Background: an optimization exercise with open tools, aiming at small area, a short achievable clock period and few clock cycles per item. Do not read the settings as production practice. The RTL was checked by simulation tests, not by an equivalence proof against the original design.

## LWC
module LWC ( 
   do_data, pdi_ready, sdi_ready, do_valid, do_last,
   pdi_data, sdi_data, pdi_valid, sdi_valid, do_ready, clk, rst
   ) ;
   output [31:0] do_data;
   output        pdi_ready, sdi_ready;
   output        do_valid, do_last;
   input [31:0]  pdi_data, sdi_data;
   input         pdi_valid, sdi_valid, do_ready;
   input         clk, rst;
   localparam R = 2;
   localparam IDLE = 0,  KLD = 1,  KHD = 2,  KW  = 3,
              ADH  = 4,  ADS = 5,  ADT = 6,  NH  = 7,
              NW   = 8,  NWT = 9,  MH  = 10, MS  = 11,
              TH   = 12, TW  = 13, ST  = 14, VH  = 15,
              VW   = 16, VS  = 17;
   localparam NS = 18;
   localparam C_AD = 2'd0, C_N = 2'd1, C_M = 2'd2;
   reg [127:0] S, K, T3, NB, T2;
   reg [63:0]  Z;
   reg [NS-1:0] st;
   reg [1:0]   g;              
   reg [1:0]   wc;             
   reg [11:0]  hi;             
   reg [3:0]   lo;             
   reg         full, blast;    
   reg         dec, fail, sclr;
   reg         tpart;
   reg         busy, par;
   reg [5:0]   rc;
   reg [1:0]   ctype;
   reg [1:0]   twc;            
   reg         tth, ttw, tst, tvs;    
   wire [127:0] ks2a, ks3a, ks2, ks3, rout1, rout;
   wire [5:0]   rc2 = {rc[4:0], rc[5] ^ rc[4] ^ 1'b1};
   wire [63:0]  rk  = ((R == 1 && par) ? 64'h0 : Z) ^ T2[127:64] ^ T3[127:64];
   wire         last_rnd;
   SkinnyRound RND1 (.X(S), .RK(rk), .RC(rc), .Y(rout1));
   TKStep KA (.T2(T2), .T3(T3), .N2(ks2a), .N3(ks3a));
   generate
      if (R == 2) begin : TWO
         SkinnyRound RND2 (.X(rout1), .RK(ks2a[127:64] ^ ks3a[127:64]), .RC(rc2), .Y(rout));
         TKStep KB (.T2(ks2a), .T3(ks3a), .N2(ks2), .N3(ks3));
         assign last_rnd = busy & (rc == 6'h2D);
      end
      else begin : ONE
         assign rout = rout1;
         assign ks2  = ks2a;
         assign ks3  = ks3a;
         assign last_rnd = busy & (rc == 6'h1A);
      end
   endgenerate
   wire [63:0] zp, zr, zr2, zr3, zrev;
   HPermutation HP0 (.X(Z),   .Y(zp));
   HPermutation HP1 (.X(zp),  .Y(zr));
   HPermutation HP2 (.X(zr),  .Y(zr2));
  ...
Size in the first run: roughly 5100 cells after synthesis, ~760 flip-flops, roughly 38000 µm² of cells after synthesis.
Settings: LEC_CHECK=0, ABC_AREA=1, CAP_MARGIN=20, CORE_MARGIN=2, CORE_UTILIZATION=55, SETUP_SLACK_MARGIN=1.8, SLEW_MARGIN=20; clock period 5.5 ns.
run.sh (not shown) runs the stock make flow with config.mk's settings and CLKGATE_MAP_FILE= SYNTH_SCRIPT=/design/flow/synth_recipe.tcl, a recipe that flattens the netlist after the stock synthesis.
The baseline completed without violations.
Testbench counts at the start, summed over its fixed seeds: cycles 34,200, bytes 18,726.
Change:
Settings changed: SETUP_SLACK_MARGIN 1.8 to 2.0.
Wire length is higher by about 2.5%.
Global-route usage is higher by 0.46 points.
Die area stays the same.
Synthesized area stays the same.
Change:
Settings changed: CORE_UTILIZATION 55 to 70, SETUP_SLACK_MARGIN 2.0 to 1.0.
- This time the run ended with an error in global routing (5_1_grt)
- synthesized area stays the same
- synthesized cell count stays the same
Change:
Settings changed: CORE_UTILIZATION 70 to 55, SETUP_SLACK_MARGIN 1.0 to 1.25.
Outcome:
- The new run finished with timing, DRC and antenna clean
- synthesized area does not change
- synthesized cell count is unchanged


LWC again, from the RTL that the note above started with.
make LEC_CHECK=0 ABC_AREA=1 CAP_MARGIN=20 CORE_MARGIN=2 CORE_UTILIZATION=55 SETUP_SLACK_MARGIN=1.5 SLEW_MARGIN=20 finish   # period 5.5 ns
Testbench counts at the start, summed over its fixed seeds: cycles 34,200, bytes 18,726.
Rerun with:
- ABC_AREA: 1 -> unset
- SETUP_SLACK_MARGIN: 1.5 -> 1.8
Effect:
- utilization increases by 5.0 points
- critical path depth decreases by 2
- worst hold slack is about the same
- global-route usage decreases by 2.7 points
Rerun with:
- ABC_AREA: unset -> 1
- SETUP_SLACK_MARGIN: 1.8 -> 1.65
Non-clock buffer count came out lower by 185.
Final area is lower by 5.5%.
Via count came out higher by 11%.
Flip-flop and latch count stays the same.
Worst hold slack is about the same.
Sequential share of layout area went up by 1.7 points.
Rerun with:
- SETUP_SLACK_MARGIN: 1.65 -> 1.0
=>
- The changed run completed without violations
- maximum frequency drops by 11%
- wire length goes down by 0.93%
- sequential share of layout area went up by 1.1 points
- die area does not change
- hold slack hardly moves
- global-route usage goes down by 0.15 points
- synthesized cell count is unchanged
- cell area came out lower by 3.1%
- final cell count falls by 0.52%

## afterwards: timing with drivers on the ports
In the flow no input, the clock included, has a driving cell. The finished layouts below were timed again as built, in two steps. Step 1 sets driving cells, clkbuf_16 on the clock port and buf_2 on the other inputs (assumed; they add their load-dependent delay and slew). Step 2 times the ports against the registers' clock, not the clock port: input delays grow and output delays shrink by t, the midpoint of the rising clock arrivals with the driver on. Slacks: ideal / step 1 / step 2; pairs: ideal / step 1.
run	t (ns)	setup slack, ns	worst data-port slew with drivers (ns)
the first run of note 1	0.726	1.821 / 1.748 / 1.374	0.06
the second run of note 1	0.728	1.831 / 1.766 / 1.604	0.06
the fourth run of note 1	0.720	1.327 / 1.256 / 0.917	0.07
the first run of note 2	0.724	1.408 / 1.408 / 1.080	0.07
the second run of note 2	0.714	1.325 / 1.325 / 1.325	0.06
the third run of note 2	0.720	1.594 / 1.594 / 1.204	0.07
the fourth run of note 2	0.715	1.129 / 1.073 / 0.654	0.07
After both steps setup and hold are still met in every run listed. For the fourth run of note 2, which loses most, drivers alone change the setup slack by -0.056 ns; drivers and shift together by -0.475 ns.
